Background: an optimization exercise with open tools, aiming at small area. Do not read the settings as production practice. Function was checked by simulation only, so behaviour that the tests miss may differ from the original. No activity file was given, so power comes from the tool's default toggle rates.

$ cat flow/design.v
`timescale 1ns / 1ps
module edge_detector_p(
    input clk, reset_p, cp,
    output pedge
    );
    reg ff_slave, ff_master;
    always @(posedge clk, posedge reset_p)
    begin
        if(reset_p) begin
            ff_master <= 0;
            ff_slave <= 0;
        end
        else begin
            ff_master <= cp;
            ff_slave <= ff_master;
        end
    end
    assign pedge = ({ff_master, ff_slave} == 2'b10)? 1:0;
endmodule
module edge_detector_n(
    input clk, reset_p, cp,
    output nedge
    );
    reg ff_slave, ff_master;
    always @(negedge clk, posedge reset_p)
    begin
        if(reset_p) begin
            ff_master <= 0;
            ff_slave <= 0;
        end
        else begin
            ff_master <= cp;
            ff_slave <= ff_master;
        end
    end
    assign nedge = ({ff_master, ff_slave} == 2'b01)? 1:0;
endmodule
`timescale 1ns / 1ps
module clock_div #(parameter N = 100)(
    input clk, reset_p,
    output reg div_edge
    );
    integer count;
    always @(posedge clk, posedge reset_p) begin
        if(reset_p) begin
            count <= 0; div_edge <= 0;
        end
        else if(count < (N-1)) begin
            count <= count + 1;
            div_edge <= 0;
        end
        else begin
            count <= 0; div_edge <= 1;
        end
    end
endmodule
module frequency_divider #(parameter N = 15)(
    input clk, reset_p,
    output clk_div
);
    reg [N-1:0] count;
    always @(posedge clk, posedge reset_p) begin
        if(reset_p)
            count <= 0;
        else begin
            count <= count + 1;
        end
    end
    edge_detector_p ed(
        .clk(clk), .reset_p(reset_p), .cp(count[N-1]),
        .pedge(clk_div)
    );
endmodule
`timescale 1ns / 1ps
module flipflop_t_p(
    input t, clk, reset_p,
    output reg q
    );
    always @(posedge clk, posedge reset_p) begin
        if(reset_p) q <= 0;
        else if(t) q <= ~q;
    end
endmodule
`timescale 1ns / 1ps
module pwm_Nbit #(
    parameter N = 10,
    parameter target_freq = 100,
    parameter clk_freq = 100_000_000,
    parameter resolution = 1024,
    parameter divide = clk_freq / target_freq / resolution)
    (
    input clk, reset_p, input [N-1:0] duty,
    output reg pwm
    );
    wire div_edge;
    clock_div #(divide) cd(
        clk, reset_p, div_edge
    );
    reg [N-1:0] count;
    wire [N-1:0] count_next = count + 1'b1;
    always @(posedge clk, posedge reset_p) begin
        if(reset_p) begin
            count <= 0;
            pwm <= 0;
        end
        else if(div_edge) begin
            count <= count_next;
            if(count_next < duty)
                pwm <= 1;
            else
                pwm <= 0;
        end
    end
endmodule
`timescale 1ns / 1ps
module adc(
    input clk, reset_p,
    input adc_eoc,               
    input [6:0] adc_do,          
    output reg [6:0] adc_value
);
    wire read;
    edge_detector_p eoc_edge(
        .clk(clk), .reset_p(reset_p),
        .cp(adc_eoc), .pedge(read)
    );
    always @(posedge clk or posedge reset_p) begin
        if (reset_p) begin
            adc_value <= 0;
        end
        else if(read) begin
            adc_value <= adc_do;
        end
    end
endmodule
`timescale 1ns / 1ps
module btn_cntr_long(
    input clk, reset_p, btn,
    output btn_pedge,        
    output reg held_pedge    
    );
    wire clk_ms;
    clock_div #(100) debouncing(
        .clk(clk), .reset_p(reset_p),
        .div_edge(clk_ms)
    );
    reg btn_sampled;
    integer wait_count;
    integer count;
    always @(posedge clk or posedge reset_p) begin
        if(reset_p) begin
            btn_sampled <= 0;
            wait_count <= 0;
            count <= 0;
            held_pedge <= 0;
        end
        else if(clk_ms) begin
            btn_sampled <= btn;
            if(btn) begin
                if(wait_count < 69)
                    wait_count <= wait_count + 1;
                else begin
                    if(count < 9)
                        count <= count + 1;
                    else begin
                        count <= 0;
                        held_pedge <= 1;
                    end
                end
            end
            else begin
                wait_count <= 0;
                count <= 0;
            end
        end
        else held_pedge <= 0;
    end
    edge_detector_p ed0(
        .clk(clk), .reset_p(reset_p), .cp(btn_sampled),
        .pedge(btn_pedge)
    );
endmodule
module btn_cntr_n(
    input clk, reset_p, btn,
    output btn_nedge
    );
    wire clk_ms;
    clock_div #(100) debouncing(
        .clk(clk), .reset_p(reset_p),
        .div_edge(clk_ms)
    );
    reg btn_sampled;
    always @(posedge clk or posedge reset_p) begin
        if(reset_p) begin
            btn_sampled <= 0;
        end
        else if(clk_ms) begin
            btn_sampled <= btn;
        end
    end
    edge_detector_n ed0(
        .clk(clk), .reset_p(reset_p), .cp(btn_sampled),
        .nedge(btn_nedge)
    );
endmodule
module btn_cntr_long_short (
    input  clk,
    input  reset_p,
    input  button,
    output reg short_press,
    output reg long_press
);
    parameter LONG_PRESS_COUNT = 27'd5_000;
    reg button_prev;
    reg [27:0] counter;
    wire btn_pedge;
    button_cntr_long long( .btn(button), .clk(clk), .reset_p(reset_p), .btn_long(btn_pedge));
    always @(posedge clk or posedge reset_p) begin
        if (reset_p) begin
            counter <= 0;
            short_press <= 0;
            long_press <= 0;
            button_prev <= 0;
        end
        else begin
            button_prev <= btn_pedge;
            if (btn_pedge == 1 && button_prev == 0) begin
                counter <= 0;
            end
            else if (btn_pedge && button_prev) begin
                counter <= counter + 1;
            end
            else if (btn_pedge == 0 && button_prev == 1) begin
                if (counter > LONG_PRESS_COUNT) begin
                    counter <= 0;
                    short_press <= 0;
                    long_press <= 1;
                end
                else begin
                    counter <=0;
                    short_press <= 1;
                    long_press <= 0;
                end
            end
            else begin
                short_press <= 0;
                long_press <= 0;
            end
        end
    end
endmodule
module button_cntr_long(
    input btn, clk, reset_p,
    output btn_long
);
    wire  btn_clk;
    reg [6:0] clk_div;
    reg debounced_btn;
    always @(posedge clk or posedge reset_p) begin
        if(reset_p) clk_div <= 0;
        else clk_div <= clk_div + 1;
    end
    edge_detector_p  ed1 (.clk(clk), .reset_p(reset_p), .cp(clk_div[6]), .pedge(btn_clk));
    always @(posedge clk, posedge reset_p) begin
        if(reset_p) debounced_btn <= 0;
        else if (btn_clk) debounced_btn <= btn;
    end
    assign btn_long = debounced_btn;
endmodule
`timescale 1ns / 1ps
module counter_ring_fnd(
    input clk, reset_p,
    output reg [1:0] shift
);
    wire clk_div;
    frequency_divider #(7) fd(
        .clk(clk), .reset_p(reset_p), .clk_div(clk_div)
    );
    always @(posedge clk, posedge reset_p) begin
        if(reset_p) shift <= 0;
        else if(clk_div) begin
            if(shift == 2'b01)
                shift <= 2'b10;
            else shift <= 2'b01;
        end
    end
endmodule
module seven_segment(
    input [3:0] value,
    output reg [6:0] seg
    );
    always @(*) begin
        case(value)
            4'b0000 : seg = 7'b100_0000;  
            4'b0001 : seg = 7'b111_1001;  
            4'b0010 : seg = 7'b010_0100;  
            4'b0011 : seg = 7'b011_0000;  
            4'b0100 : seg = 7'b001_1001;  
            4'b0101 : seg = 7'b001_0010;  
            4'b0110 : seg = 7'b000_0010;  
            4'b0111 : seg = 7'b111_1000;  
            4'b1000 : seg = 7'b000_0000;  
            4'b1001 : seg = 7'b001_0000;  
            default : seg = 7'b111_1111;  
        endcase
    end
endmodule
module fnd_4digit_cntr(
    input clk, reset_p,
    input [7:0] value,
    output [3:0] an, output [6:0] seg
);
    assign an[3:2] = 2'b11;
    counter_ring_fnd rc(
        .clk(clk), .reset_p(reset_p),
        .shift(an[1:0])
    );
    reg [3:0] temp;
    always @(posedge clk, posedge reset_p) begin
        if(reset_p) begin
            temp <= 0;
        end
        else begin
            case(an)
                4'b1110 : temp <= value[3:0];
                4'b1101 : temp <= value[7:4];
            endcase
        end
    end
    seven_segment fnd(.value(temp), .seg(seg));
endmodule
module bin_to_dec(
    input [7:0] bin,
    output reg [7:0] bcd
);
    integer i;
    always @(*) begin
        bcd = 0;
        for (i = 0; i < 8; i = i + 1) begin
            bcd = {bcd[6:0], bin[7 - i]};
            if (i < 7 && bcd[3:0] > 4) bcd[3:0] = bcd[3:0] + 3;
            if (i < 7 && bcd[7:4] > 4) bcd[7:4] = bcd[7:4] + 3;
        end
    end
endmodule
`timescale 1ns / 1ps
module local_default(
    input clk, reset_p,
    input [1:0] btn,
    input enable,
    output pwm,
    output reg [7:0] duty
    );
    parameter MAX = 255;
    parameter MIN = 80;
    always @(posedge clk, posedge reset_p) begin
        if(reset_p) begin
            duty <= 0;
        end
        else if(btn[0]) begin
            if(!duty)
                duty <= MIN;
            else
                duty <= 0;
        end
        else if(enable) begin
            if(btn[1]) begin
                if(duty) begin
                    if(duty != MAX)
                        duty <= duty + 25;
                    else
                        duty <= MIN;
                end
            end
        end
        else if(duty)
            duty <= MIN;
    end
    pwm_Nbit #(.N(8), .resolution(256), .target_freq(100), .divide(4)) DC_motor(
        clk, reset_p, duty, pwm
    );
endmodule
`timescale 1ns / 1ps
module local_natural(
    input clk, reset_p,
    input btn,
    input enable,
    output pwm,
    output reg [7:0] duty
    );
    reg state, next_state;
    parameter INC = 1'b0;
    parameter DEC = 1'b1;
    wire clk_1s;
    clock_div #(2_000) fd(
        .clk(clk), .reset_p(reset_p),
        .div_edge(clk_1s)
    );
    parameter MAX = 255;
    parameter MIN = 80;
    always @(negedge clk, posedge reset_p) begin
        if(reset_p)
            state <= INC;
        else
            state <= next_state;
    end
    always @(posedge clk, posedge reset_p) begin
        if(reset_p) begin
            duty <= 0;
            next_state <= INC;
        end
        else if(btn) begin
            if(!duty)
                duty <= MIN;
            else
                duty <= 0;
        end
        else if(enable) begin
            if(clk_1s && (duty != 0)) begin
                case(state)
                    INC: begin
                        if(duty != MAX)
                            duty <= duty + 25;
                        else begin
                            duty <= duty - 25;
                            next_state <= DEC;
                        end
                    end
                    DEC: begin
                        if(duty != MIN)
                            duty <= duty - 25;
                        else begin
                            duty <= duty + 25;
                            next_state <= INC;
                        end
                    end
                endcase
            end
        end
        else if(duty)
            duty <= MIN;
    end
    pwm_Nbit #(.N(8), .resolution(256), .target_freq(100), .divide(4)) DC_motor(
        clk, reset_p, duty, pwm
    );
endmodule
`timescale 1ns / 1ps
module local_auto(
	input clk, reset_p, enable,
	input btn,
	input dht11_in,                  
	output dht11_drive,              
	output motor_pwm,
	output [3:0] an, output [6:0] seg,
	output reg [7:0] duty_value
);
	wire [7:0] temp;
	dht11_cntr dht11(
	   .clk(clk), .reset_p(reset_p), .dht11_in(dht11_in), .dht11_drive(dht11_drive),
	   .temperature(temp)
	);
	wire [7:0] bcd_temp;
	bin_to_dec	b2d_temp(.bin(temp), .bcd(bcd_temp));
	fnd_4digit_cntr fnd(
	   .clk(clk), .reset_p(reset_p),
	   .value(bcd_temp),
	   .seg(seg), .an(an)
	);
	wire power;
	flipflop_t_p power_ff(
	   .clk(clk), .reset_p(reset_p),
	   .t(btn), .q(power)
	);
    always @(*) begin
        if (enable && power) begin
            if (temp <= 20) begin
                duty_value = 1;
            end else if (temp <= 22) begin
                duty_value = 80;
            end else if (temp <= 24) begin
                duty_value = 105;
            end else if (temp <= 26) begin
                duty_value = 130;
            end else if (temp <= 27) begin
                duty_value = 155;
            end else if (temp <= 28) begin
                duty_value = 180;
            end else if (temp <= 29) begin
                duty_value = 205;
            end else if (temp <= 30) begin
                duty_value = 230;
            end else begin
                duty_value = 255;
            end
        end
        else begin
            duty_value = 0;
        end
    end
	pwm_Nbit #(.N(8), .resolution(256), .target_freq(100), .divide(4)) DC_motor(
        .clk(clk), .reset_p(reset_p), .duty(duty_value), .pwm(motor_pwm)
    );
endmodule
module dht11_cntr(
    input clk, reset_p,
    input dht11_in,
    output dht11_drive,
    output reg [7:0] temperature
);
    parameter S_IDLE        = 6'b00_0001;
    parameter S_LOW_18MS    = 6'b00_0010;
    parameter S_HIGH_20US   = 6'b00_0100;
    parameter S_LOW_80US    = 6'b00_1000;
    parameter S_HIGH_80US   = 6'b01_0000;
    parameter S_READ_DATA   = 6'b10_0000;
    parameter S_WAIT_PEDGE  = 2'b01;
    parameter S_WAIT_NEDGE  = 2'b10;
    reg [21:0] count_usec;
    wire clk_usec;
    reg count_enable;
    clock_div #(4) us_clk(
        .clk(clk), .reset_p(reset_p), .div_edge(clk_usec)
    );
    always @(negedge clk or posedge reset_p) begin
        if (reset_p)
            count_usec <= 0;
        else if (clk_usec && count_enable)
            count_usec <= count_usec + 1;
        else if (count_enable == 0)
            count_usec <= 0;
    end
    wire dht_nedge, dht_pedge;
    edge_detector_p ed0(
        .clk(clk), .reset_p(reset_p), .cp(dht11_in),
        .pedge(dht_pedge)
    );
    edge_detector_n ed1(
        .clk(clk), .reset_p(reset_p), .cp(dht11_in),
        .nedge(dht_nedge)
    );
    reg [5:0] state, next_state;
    reg [1:0] read_state;
    always @(negedge clk or posedge reset_p) begin
        if (reset_p)
            state <= S_IDLE;
        else
            state <= next_state;
    end
    reg [39:0] temp_data;
    reg [5:0] data_count;
    reg drive_low;
    assign dht11_drive = drive_low;
    always @(posedge clk or posedge reset_p) begin
        if (reset_p) begin
            count_enable <= 0;
            next_state <= S_IDLE;
            read_state <= S_WAIT_PEDGE;
            data_count <= 0;
            drive_low <= 0;
            temp_data <= 0;
            temperature <= 0;
        end else begin
            case (state)
                S_IDLE: begin
                    if (count_usec < 22'd3_000) begin
                        count_enable <= 1;
                        drive_low <= 0;
                    end else begin
                        next_state <= S_LOW_18MS;
                        count_enable <= 0;
                    end
                end
                S_LOW_18MS: begin
                    if (count_usec < 22'd180) begin
                        drive_low <= 1;
                        count_enable <= 1;
                    end else begin
                        next_state <= S_HIGH_20US;
                        count_enable <= 0;
                        drive_low <= 0;
                    end
                end
                S_HIGH_20US: begin
                    count_enable <= 1;
                    if (count_usec > 22'd100) begin
                        next_state <= S_IDLE;
                        count_enable <= 0;
                    end
                    if (dht_nedge) begin
                        next_state <= S_LOW_80US;
                        count_enable <= 0;
                    end
                end
                S_LOW_80US: begin
                    count_enable <= 1;
                    if (count_usec > 22'd100) begin
                        next_state <= S_IDLE;
                        count_enable <= 0;
                    end
                    if (dht_pedge) begin
                        next_state <= S_HIGH_80US;
                    end
                end
                S_HIGH_80US: begin
                    if (dht_nedge) begin
                        next_state <= S_READ_DATA;
                    end
                end
                S_READ_DATA: begin
                    case (read_state)
                        S_WAIT_PEDGE: begin
                            if (dht_pedge)
                                read_state <= S_WAIT_NEDGE;
                            count_enable <= 0;
                        end
                        S_WAIT_NEDGE: begin
                            if (dht_nedge) begin
                                if (count_usec < 45) begin
                                    temp_data <= {temp_data[38:0], 1'b0};
                                end else begin
                                    temp_data <= {temp_data[38:0], 1'b1};
                                end
                                data_count <= data_count + 1;
                                read_state <= S_WAIT_PEDGE;
                            end else
                                count_enable <= 1;
                            if (count_usec > 22'd700) begin
                                next_state <= S_IDLE;
                                count_enable <= 0;
                                data_count <= 0;
                                read_state <= S_WAIT_PEDGE;
                            end
                        end
                    endcase
                    if (data_count >= 40) begin
                        data_count <= 0;
                        next_state <= S_IDLE;
                        if ((temp_data[39:32] + temp_data[31:24] + temp_data[23:16] + temp_data[15:8]) == temp_data[7:0]) begin
                            temperature <= temp_data[23:16];
                        end
                    end
                end
                default: next_state <= S_IDLE;
            endcase
        end
    end
endmodule
`timescale 1ns / 1ps
module auto_pause(
    input clk, reset_p, sw,
    input [7:0] duty,
    input pwm,
    output pwm_onoff,
    input echo, output trig
    );
    wire [11:0] distance;
    ultrasonic_sensing uls(
        .clk(clk), .reset_p(reset_p),
        .distance(distance),
        .echo(echo), .trig(trig)
    );
    wire fan_off;
    assign fan_off = (sw && duty && (distance > 500))? 1 : 0;
    assign pwm_onoff = fan_off? 0: pwm;
endmodule
module ultrasonic_sensing(
    input clk, reset_p,
    input echo,
    output reg trig,
    output reg [11:0] distance
);
    parameter IDLE = 3'b001,
              TRIGGER = 3'b010,
              CALC_DISTANCE = 3'b100;
    reg [2:0] state, next_state;
    always @(negedge clk, posedge reset_p) begin
        if(reset_p)
            state <= IDLE;
        else
            state <= next_state;
    end
    wire div_580;
    clock_div #(8) clock_divider(
        .clk(clk), .reset_p(reset_p),
        .div_edge(div_580)
    );
    wire echo_nedge;
    edge_detector_n echo_edge_detection(
        .clk(clk), .reset_p(reset_p),
        .cp(echo),
        .nedge(echo_nedge)
    );
    integer counter, distance_counter;
    always @(posedge clk, posedge reset_p) begin
        if(reset_p) begin
            trig <= 0;
            distance <= 0;
            next_state <= IDLE;
            counter <= 0;
            distance_counter <= 0;
        end
        else begin
            case(state)
                IDLE: begin
                    if(counter < 30_000) begin
                        counter <= counter + 1;
                    end
                    else begin
                        counter <= 0;
                        distance_counter <= 0;
                        next_state <= TRIGGER;
                    end
                end
                TRIGGER: begin
                    if(counter < 100) begin
                        trig <= 1;
                        counter <= counter + 1;
                    end
                    else begin
                        counter <= 0;
                        trig <= 0;
                        next_state <= CALC_DISTANCE;
                    end
                end
                CALC_DISTANCE: begin
                    if(echo) begin
                        if(div_580)
                            distance_counter <= distance_counter + 1;
                    end
                    else if(echo_nedge) begin
                        distance <= distance_counter;
                        next_state <= IDLE;
                    end
                end
                default: next_state <= IDLE;
            endcase
        end
    end
endmodule
`timescale 1ns / 1ps
module beep(
    input clk, reset_p,
    input [6:0] btn, input [1:0] sw,
    input [7:0] duty,
    input [6:0] adc_value,
    output buzz_passive
    );
    wire [3:0] sw_edge;
    edge_detector_p sw_sound_1(
        .clk(clk), .reset_p(reset_p), .cp(sw[0]), .pedge(sw_edge[0])
    );
    edge_detector_n sw_sound_2(
        .clk(clk), .reset_p(reset_p), .cp(sw[0]), .nedge(sw_edge[1])
    );
    edge_detector_p sw_sound_3(
        .clk(clk), .reset_p(reset_p), .cp(sw[1]), .pedge(sw_edge[2])
    );
    edge_detector_n sw_sound_4(
        .clk(clk), .reset_p(reset_p), .cp(sw[1]), .nedge(sw_edge[3])
    );
    reg buzz; integer count;
    always @(posedge clk or posedge reset_p) begin
        if(reset_p) begin
            buzz <= 0; count <= 0;
        end
        else if(adc_value < 40) begin
            buzz <= 0; count <= 0;
        end
        else if(btn[0])
            buzz <= 1;
        else if(btn[4] && !sw[1])
            buzz <= 1;
        else if((btn[1] || btn[2] || btn[3] || btn[5] || btn[6] || sw_edge) && duty)
            buzz <= 1;
        else if(buzz) begin
            if(count < 1_999)
                count <= count + 1;
            else begin
                buzz <= 0; count <= 0;
            end
        end
    end
    wire clk_div;
    frequency_divider #(5) freq_sound(
        clk, reset_p, clk_div
    );
    assign buzz_passive = buzz? clk_div : 0;
endmodule
`timescale 1ns / 1ps
module led_lighting(
    input clk, reset_p,
    input btn, sw,
    output led_pwm
);
    parameter IDLE = 4'b0001;
    parameter LED_1 = 4'b0010;
    parameter LED_2 = 4'b0100;
    parameter LED_3 = 4'b1000;
    reg [3:0] state, next_state;
    reg [6:0] duty_cycle;
    pwm_Nbit #(.N(7), .resolution(128), .target_freq(10_000), .divide(1)) LED(
        .clk(clk), .reset_p(reset_p), .duty(duty_cycle), .pwm(led_pwm)
    );
    reg sw_sampled;
    wire clk_div;
    frequency_divider #(6) switch_sampling(
        .clk(clk), .reset_p(reset_p),
        .clk_div(clk_div)
    );
    always @(posedge clk, posedge reset_p) begin
        if(reset_p)
            sw_sampled <= 0;
        else if(clk_div)
            sw_sampled <= sw;
    end
    always @(negedge clk or posedge reset_p) begin
        if (reset_p)
            state <= IDLE;
        else
            state <= next_state;
    end
    always @(posedge clk or posedge reset_p) begin
        if (reset_p) begin
            next_state <= IDLE;
            duty_cycle <= 0;
        end
        else if(sw_sampled) begin
            next_state <= IDLE;
            duty_cycle <= 0;
        end
        else begin
            case(state)
                IDLE : begin
                    if (btn) begin
                        next_state <= LED_1;
                    end else begin
                        duty_cycle <= 0;
                    end
                end
                LED_1 : begin
                    if (btn) begin
                        next_state <= LED_2;
                    end else begin
                        duty_cycle <= 42;
                    end
                end
                LED_2 : begin
                    if (btn) begin
                        next_state <= LED_3;
                    end else begin
                        duty_cycle <= 84;
                    end
                end
                LED_3 : begin
                    if (btn) begin
                        next_state <= IDLE;
                    end else begin
                        duty_cycle <= 127;
                    end
                end
            endcase
        end
    end
endmodule
module led_lighting_auto(
    input clk, reset_p,
    input sw,
    input [6:0] adc_value,
    output led_pwm
);
    reg sw_sampled;
    wire clk_div;
    frequency_divider #(6) switch_sampling(
        .clk(clk), .reset_p(reset_p),
        .clk_div(clk_div)
    );
    always @(posedge clk, posedge reset_p) begin
        if(reset_p)
            sw_sampled <= 0;
        else if(clk_div)
            sw_sampled <= sw;
    end
    reg [6:0] intensity;
    always @(posedge clk, posedge reset_p) begin
        if(reset_p)
            intensity <= 0;
        else if(sw_sampled) begin
            if(adc_value[6:0] < 15)
                intensity <= 127;
            else if(adc_value[6:0] < 40)
                intensity <= 84;
            else if(adc_value[6:0] < 60)
                intensity <= 42;
            else
                intensity <= 0;
        end
    end
    pwm_Nbit #(.N(7), .resolution(128), .target_freq(10_000), .divide(1)) LED(
        .clk(clk), .reset_p(reset_p), .duty(intensity), .pwm(led_pwm)
    );
endmodule
`timescale 1ns / 1ps
module Spin(
    input clk, reset_p,
    input btn,
    input [7:0] duty,
    output servo_pwm
    );
    reg mode;
    always @(posedge clk, posedge reset_p) begin
        if(reset_p)
            mode <= 0;
        else if(!duty)
            mode <= 0;
        else if(btn)
            mode <= ~mode;
    end
    reg [11:0] duty_servo;
    pwm_Nbit #(.target_freq(50), .N(12), .resolution(4096), .divide(1)) servo_control(
        .clk(clk), .reset_p(reset_p),
        .duty(duty_servo), .pwm(servo_pwm)
    );
    reg [1:0] state;
    parameter LEFT = 1'b0;
    parameter RIGHT = 1'b1;
    wire clk_div;
    clock_div #(100) cd_duty_level(
        .clk(clk), .reset_p(reset_p),
        .div_edge(clk_div)
    );
    integer count;
    always @(posedge clk, posedge reset_p) begin
        if(reset_p) begin
            duty_servo <= 288;
            state <= RIGHT;
            count <= 0;
        end
        else if(mode && duty && clk_div) begin
            case(state)
                RIGHT: begin
                    if(duty_servo < 400)
                        duty_servo <= duty_servo + 1;
                    else begin
                        if(count < 29)
                            count <= count + 1;
                        else begin
                            count <= 0;
                            state <= LEFT;
                        end
                    end
                end
                LEFT: begin
                    if(duty_servo > 176)
                        duty_servo <= duty_servo - 1;
                    else begin
                        if(count < 29)
                            count <= count + 1;
                        else begin
                            count <= 0;
                            state <= RIGHT;
                        end
                    end
                end
            endcase
        end
    end
endmodule
`timescale 1ns / 1ps
module fan_timer(
    input clk, reset_p,
    input btn,
    input [7:0] duty,
    output [2:0] led,
    output reg timeout
    );
    wire clk_div;
    clock_div #(100) second(
        .clk(clk), .reset_p(reset_p),
        .div_edge(clk_div)
    );
    integer count, timer;
    always @(posedge clk, posedge reset_p) begin
        if(reset_p) begin
            count <= 0;
            timer <= 0;
            timeout <= 0;
        end
        else if(!duty) begin
            count <= 0;
            timer <= 0;
        end
        else if(btn && duty) begin
            case(timer)
                0: timer <= 100;
                100: begin
                    timer <= 300;
                    count <= 0;
                end
                300: begin
                    timer <= 500;
                    count <= 0;
                end
                500: begin
                    timer <= 0;
                    count <= 0;
                end
            endcase
        end
        else if(timer) begin
            if(clk_div) begin
                if(count < timer - 1)
                    count <= count + 1;
                else begin
                    count <= 0;
                    timeout <= 1;
                end
            end
        end
        else timeout <= 0;
    end
    assign led = (timer == 500)? 3'b111 :
                 (timer == 300)? 3'b011 :
                 (timer == 100)? 3'b001 : 3'b000;
endmodule
`timescale 1ns / 1ps
module top_fan(
    input clk, reset_p,
    input [5:0] btn, input [1:0] sw,
    input adc_eoc, input [6:0] adc_do,
    input dht11_in, output dht11_drive,
    input echo, output trig,
    output motor_pwm, output led_pwm, output servo_pwm,
    output [13:0] led,
    output buzz,
    output [3:0] an, output [6:0] seg
    );
    wire [8:0] btn_edge;
    btn_cntr_n btn_power(
        .clk(clk), .reset_p(reset_p), .btn(btn[0]), .btn_nedge(btn_edge[0])
    );
    btn_cntr_long_short local_mode_change(
        .clk(clk), .reset_p(reset_p), .button(btn[1]),
        .short_press(btn_edge[1]), .long_press(btn_edge[2])
    );
    btn_cntr_n btn_timer(
        .clk(clk), .reset_p(reset_p), .btn(btn[2]), .btn_nedge(btn_edge[3])
    );
    btn_cntr_n btn_led_manual(
        .clk(clk), .reset_p(reset_p), .btn(btn[3]), .btn_nedge(btn_edge[4])
    );
    btn_cntr_n btn_servo_spin(
        .clk(clk), .reset_p(reset_p), .btn(btn[4]), .btn_nedge(btn_edge[5])
    );
    btn_cntr_long btn_fan_speed(
        .clk(clk), .reset_p(reset_p), .btn(btn[5]), .btn_pedge(btn_edge[6]), .held_pedge(btn_edge[7])
    );
    assign btn_edge[8] = btn_edge[6] || btn_edge[7];
    reg [2:0] mode;
    wire [7:0] duty;
    parameter DEFAULT   = 3'b001;
    parameter AUTO      = 3'b010;
    parameter NATURAL   = 3'b100;
    always @(posedge clk, posedge reset_p) begin
        if(reset_p) begin
            mode <= DEFAULT;
        end
        else if(!duty) begin
            mode <= DEFAULT;
        end
        else if(mode == DEFAULT) begin
            if(btn_edge[1])
                mode <= AUTO;
            else if(btn_edge[2])
                mode <= NATURAL;
        end
        else if(btn_edge[1])
            mode <= DEFAULT;
    end
    wire pwm, pwm_d, pwm_a, pwm_n;
    wire [7:0] duty_d, duty_a, duty_n;
    assign pwm = (mode == DEFAULT)? pwm_d : (mode == AUTO)? pwm_a : pwm_n;
    assign duty = (mode == DEFAULT)? duty_d : (mode == AUTO)? duty_a : duty_n;
    wire timeout, turn_off;
    assign turn_off = btn_edge[0] || timeout;
    local_default normal_mode(
        .clk(clk), .reset_p(reset_p), .btn({btn_edge[8], turn_off}),
        .enable(mode[0]),
        .pwm(pwm_d), .duty(duty_d)
    );
    local_natural natural_wind_mode(
        .clk(clk), .reset_p(reset_p), .btn(turn_off),
        .enable(mode[2]),
        .pwm(pwm_n), .duty(duty_n)
    );
    local_auto auto_mode(
        .clk(clk), .reset_p(reset_p), .btn(turn_off),
        .enable(mode[1]),
        .dht11_in(dht11_in), .dht11_drive(dht11_drive),
        .motor_pwm(pwm_a), .duty_value(duty_a),
        .seg(seg), .an(an)
    );
    auto_pause UltraSonic(
        .clk(clk), .reset_p(reset_p), .sw(sw[0]),
        .trig(trig), .echo(echo),
        .duty(duty), .pwm(pwm), .pwm_onoff(motor_pwm)
    );
    fan_timer shut_off(
        .clk(clk), .reset_p(reset_p),
        .btn(btn_edge[3]), .timeout(timeout),
        .duty(duty),
        .led(led[10:8])
    );
    wire led_pwm_a, led_pwm_p;
    assign led_pwm = sw[1]? led_pwm_p : led_pwm_a;
    led_lighting lamp(
        .clk(clk), .reset_p(reset_p), .sw(sw[1]),
        .btn(btn_edge[4]), .led_pwm(led_pwm_a)
    );
    wire [6:0] adc_value;
    adc XADC(
        .clk(clk), .reset_p(reset_p),
        .adc_eoc(adc_eoc), .adc_do(adc_do),
        .adc_value(adc_value)
    );
    led_lighting_auto automatic_lamp(
        .clk(clk), .reset_p(reset_p), .sw(sw[1]),
        .adc_value(adc_value),
        .led_pwm(led_pwm_p)
    );
    Spin servo_motor(
        .clk(clk), .reset_p(reset_p), .btn(btn_edge[5]),
        .duty(duty), .servo_pwm(servo_pwm)
    );
    beep buzzer_output(
        .clk(clk), .reset_p(reset_p), .btn(btn_edge[6:0]), .sw(sw),
        .adc_value(adc_value), .duty(duty), .buzz_passive(buzz)
    );
    assign led[0] = (duty >= 80)? 1 : 0; assign led[1] = (duty >= 105)? 1 : 0;
    assign led[2] = (duty >= 130)? 1 : 0; assign led[3] = (duty >= 155)? 1 : 0;
    assign led[4] = (duty >= 180)? 1 : 0; assign led[5] = (duty >= 205)? 1 : 0;
    assign led[6] = (duty >= 230)? 1 : 0; assign led[7] = (duty == 255)? 1 : 0;
    assign led[13:11] = ((mode == DEFAULT) && duty)? 3'b001 :
                        (mode == AUTO)? 3'b010 :
                        (mode == NATURAL)? 3'b100 : 3'b000;
endmodule
$ cat flow/run.sh
#!/bin/bash
# synth_recipe.tcl (not shown) runs the flow's synth.tcl, then flattens the netlist and writes it again
# the make line also repeats each setting of config.mk as NAME=value (left out here)
make -C /OpenROAD-flow-scripts/flow DESIGN_CONFIG=/design/flow/config.mk WORK_HOME=/design/flow/orfs CLKGATE_MAP_FILE= SYNTH_SCRIPT=/design/flow/synth_recipe.tcl finish
$ cat flow/config.mk
export PLATFORM = sky130hd
export DESIGN_NAME = top_fan
export DESIGN_NICKNAME = top_fan
export VERILOG_FILES = /design/flow/design.v
export SDC_FILE = /design/flow/constraint.sdc
export NUM_CORES = 4
export LEC_CHECK = 0
export CAP_MARGIN = 20
export CORE_MARGIN = 2
export CORE_UTILIZATION = 40
export SLEW_MARGIN = 20
$ cat flow/constraint.sdc
create_clock -name core_clock -period 10.0 [get_ports {clk}]
set_input_delay 2.0000 -clock core_clock [delete_from_list [all_inputs] [get_ports {clk}]]
set_output_delay 2.0000 -clock core_clock [all_outputs]
set_load 0.01 [all_outputs]
==> summary.md <==
| Metric | Value |
|---|---|
| Clock skew | 0.0692 ns |
| Clk pwr share | 0.502 |
| Post-Layout Cell Count | 7,685 |
| # setup viols final | 0 |
| Combinational power share | 0.017 |
| DR vias/cell | ~5.2 |
| # port buffers | 48 |
| Synth Area in Simple Gates | 0.230 |
| CTS Hold Buffers Added | 0 |
| Pre-antenna DRT Iters | 5 |
| Slew HR | 0.280 |
| Avg Inst Size Synth | roughly 9.5 um^2 |
| Commonest non-fill, non-tap cells in the layout | dfrtp_1 (1,016), nor2_1 (760), nand2_1 (592) |
| Initial antenna violation count | 1 |
| Total power | 9.09 mW |
| Placer Congestion | approximately 0.82 |
| Routed Antenna Nets | 0 |
| Largest net degree at the start of global routing | approximately 150 |
| Xor and xnor fraction of the mapped netlist area | 0.108 |
| Area delta synth->final | 12.4% |
| Top reg by flops | auto_mode.dht11.temp_data |
| Post-synthesis sequential area ratio | 0.493 |
| CTS tree | yes |
| Netlist cell types | roughly 90 |
| Row count | about 140 |
| Register bit total from synthesis | 1,076 |
| Worst Hold Depth | 0 |
| Cells after synthesis | 5,741 |
| Die Y | 374 um |
| Clock transition at path regs | roughly 0.060 ns |
| DRC | 0 |
| Placed cell count | around 7,500 |
| Initial DRC Count | about 2,500 |
| Ys async rst share | 1.00 |
| Worst EP arrival | between 8 and 9 ns |
| Grt total ovfl | 0 |
| # Post-CTS Setup Buffers | 0 |
| VDD IR-drop max | around 0.13 mV |
| Setup CP Type | register to register |
| Max clock buf depth | 3 |
| First-pass GRT wire length | ~190,000 um |
| Cell area after layout | around 61,000 um^2 |
| Run status | timing/DRC/antenna clean |
| Num Clock Sinks | 1,076 |
| Max-slew violation count | 0 |
| CTS root buf | clkbuf_16 |
| Max-capacitance violation count | 0 |
| Skew-Pair Late Insertion Delay | just over 0.7 ns |
| Io pins | between 50 and 60 |
| Fin nets | 6,003 |
| Proportion of layout cells with a drive suffix above 1 | 0.0605 |
| Fin. Hold Viols | 0 |
| Flip-flop count of the largest register after layout | 40 |
| NetSw | 1.95 mW |
| Final worst slack | around 2.1 ns |
| WP data required | 10.60 ns |
| Worst Tran Pin Value | 1.08 ns |
| PwrDens | approximately 150 nW/um^2 |
| Crit path capture type | register |
| Post-DP Area | 57,300 um^2 |
| Main synth FF type | dfrtp_1 |
| Tot GR Track Use | 0.159 |
| Hold slack | between 0.3 and 0.4 ns |
| TritonCTS buffer count | 117 |
| Synth Area in Compound Gates | 0.0895 |
| Sw frac | 0.214 |
| Int Pwr | between 7 and 8 mW |
| Mux share of post-synthesis cell area | 0.0114 |
| Type of the most critical hold path | register to register |
| Main combinational cell family by area after synthesis | simple AND/OR/NAND/NOR gates |
| CTS H-Tree Depth | 3 |
| Leak Pwr | about 28 nW |
| Vias in the first global route | 39,100 |
| Critical Path Source Type | register |
| Commonest non-fill, non-tap cell in the layout | dfrtp_1 |
| EDFF count, synth | 0 |
| Mapped Area | 54,600 um^2 |
| Gates resized, CTS repair | 0 |
| Core area | approximately 140,000 um^2 |
| Vias | between 40,000 and 50,000 |
| Synth Area in Adders | 0.0426 |
| Final WL | 111,000 um |
| Worst R2R Path Depth | 6 |
| RSZ-0062 raised after global routing | false |
| WL/cell | 14.4 um |
| ANT cells | 0 |
| Dpl ws | around 1.6 ns |
| Chip width | between 300 and 400 um |
| Initial Utilization | 0.403 |
| YS warnings | 34 |
| CP max FO | 38 |
| Sequential group share of total power | 0.481 |
| Die area | 140,000 um^2 |
| Dpl hpwl | between 70,000 and 80,000 um |
## logic make-up (layout without fill, tap and decap cells)
logic type / count (synthesis) / count (layout)
AOI/OAI and AO/OA: 811 / 811
xor gates and xnor gates: 676 / 676
adders and majority gates: 177 / 177
buffers and inverters: 342 / 504
DFF: 1076 / 1076
muxes: 57 / 57
other: 1 / 2
and+or+nand+nor: 2601 / 2601
## synthesized netlist by cell type (all sizes together) (45+ instances only)
library cell / count / area, um^2
dfrtp: 1016 / 25400
nor2: 766 / 2880
nand2: 593 / 2230
xor2: 414 / 3630
nand3: 327 / 1640
o21ai: 308 / 1550
xnor2: 262 / 2290
a21oi: 205 / 1030
and3: 175 / 1090
inv: 175 / 657
nand4: 166 / 1040
ha: 162 / 2030
clkbuf: 146 / 549
nor4: 128 / 801
or3: 101 / 632
nor3: 92 / 477
nor2b: 59 / 369
dfrtn: 49 / 1230
and2: 45 / 282
and4: 45 / 394
## layout make-up
| cell class | instances | area (um^2) |
|---|---|---|
| fillers | 12900 | 74100 |
| flip-flops and latches | 1076 | 26900 |
| multi-input cells | 4324 | 26500 |
| clock buffers | 171 | 3580 |
| well taps | 1781 | 2230 |
| repair buffers | 108 | 980 |
| inverters | 176 | 664 |
| clock inverters | 49 | 543 |
## worst paths after layout
kind | slack [ns] | startpoint | to
min in group asynchronous | 1.78 | reset_p | UltraSonic.uls.counter[0]
setup / recovery | 2.08 | btn_timer.ed0.ff_slave | shut_off.count[13]
max in group asynchronous | 2.41 | reset_p | auto_mode.dht11.count_usec[20]
setup reg to reg | 2.08 | btn_timer.ed0.ff_slave | shut_off.count[13]
hold / removal | 0.32 | btn_servo_spin.ed0.ff_master | btn_servo_spin.ed0.ff_slave
hold reg to reg | 0.32 | btn_servo_spin.ed0.ff_master | btn_servo_spin.ed0.ff_slave
## stage by stage
stage | TNS (ns) | utilization
finish | 0 | 0.453
CTS | 0 | 0.453
global placement | 0 | 0.423
detailed placement | 0 | 0.423
global route | 0 | 0.453
floorplan | -7544.89 | -
## critical path, cell delays in order, from the launching register on
cell     delay, ns
dfrtn_1       0.39
nor2b_1       0.72
a21oi_1       0.26
a31oi_4       0.91
buf_4         0.27
o21ai_0       0.08
a22o_1        0.19
## per-layer routing
metal	vias up	share of wire	global-route usage
met3	148	0.033	0.0220
met5	-	0	0
li1	20100	-	-
met1	19600	0.50	0.226
met2	476	0.45	0.253
met4	0	0.022	0.0484
## power by group through the flow
stage | logic (mW) | registers (mW) | clock network, mW
after floorplan | 0.0988 | 4.46 | 0.00250
after global placement | 0.161 | 4.45 | 0.00250
after detailed placement | 0.163 | 4.45 | 0.00250
after CTS | 0.163 | 4.38 | 4.71
after global routing | 0.181 | 4.37 | 4.90
final | 0.153 | 4.38 | 4.56
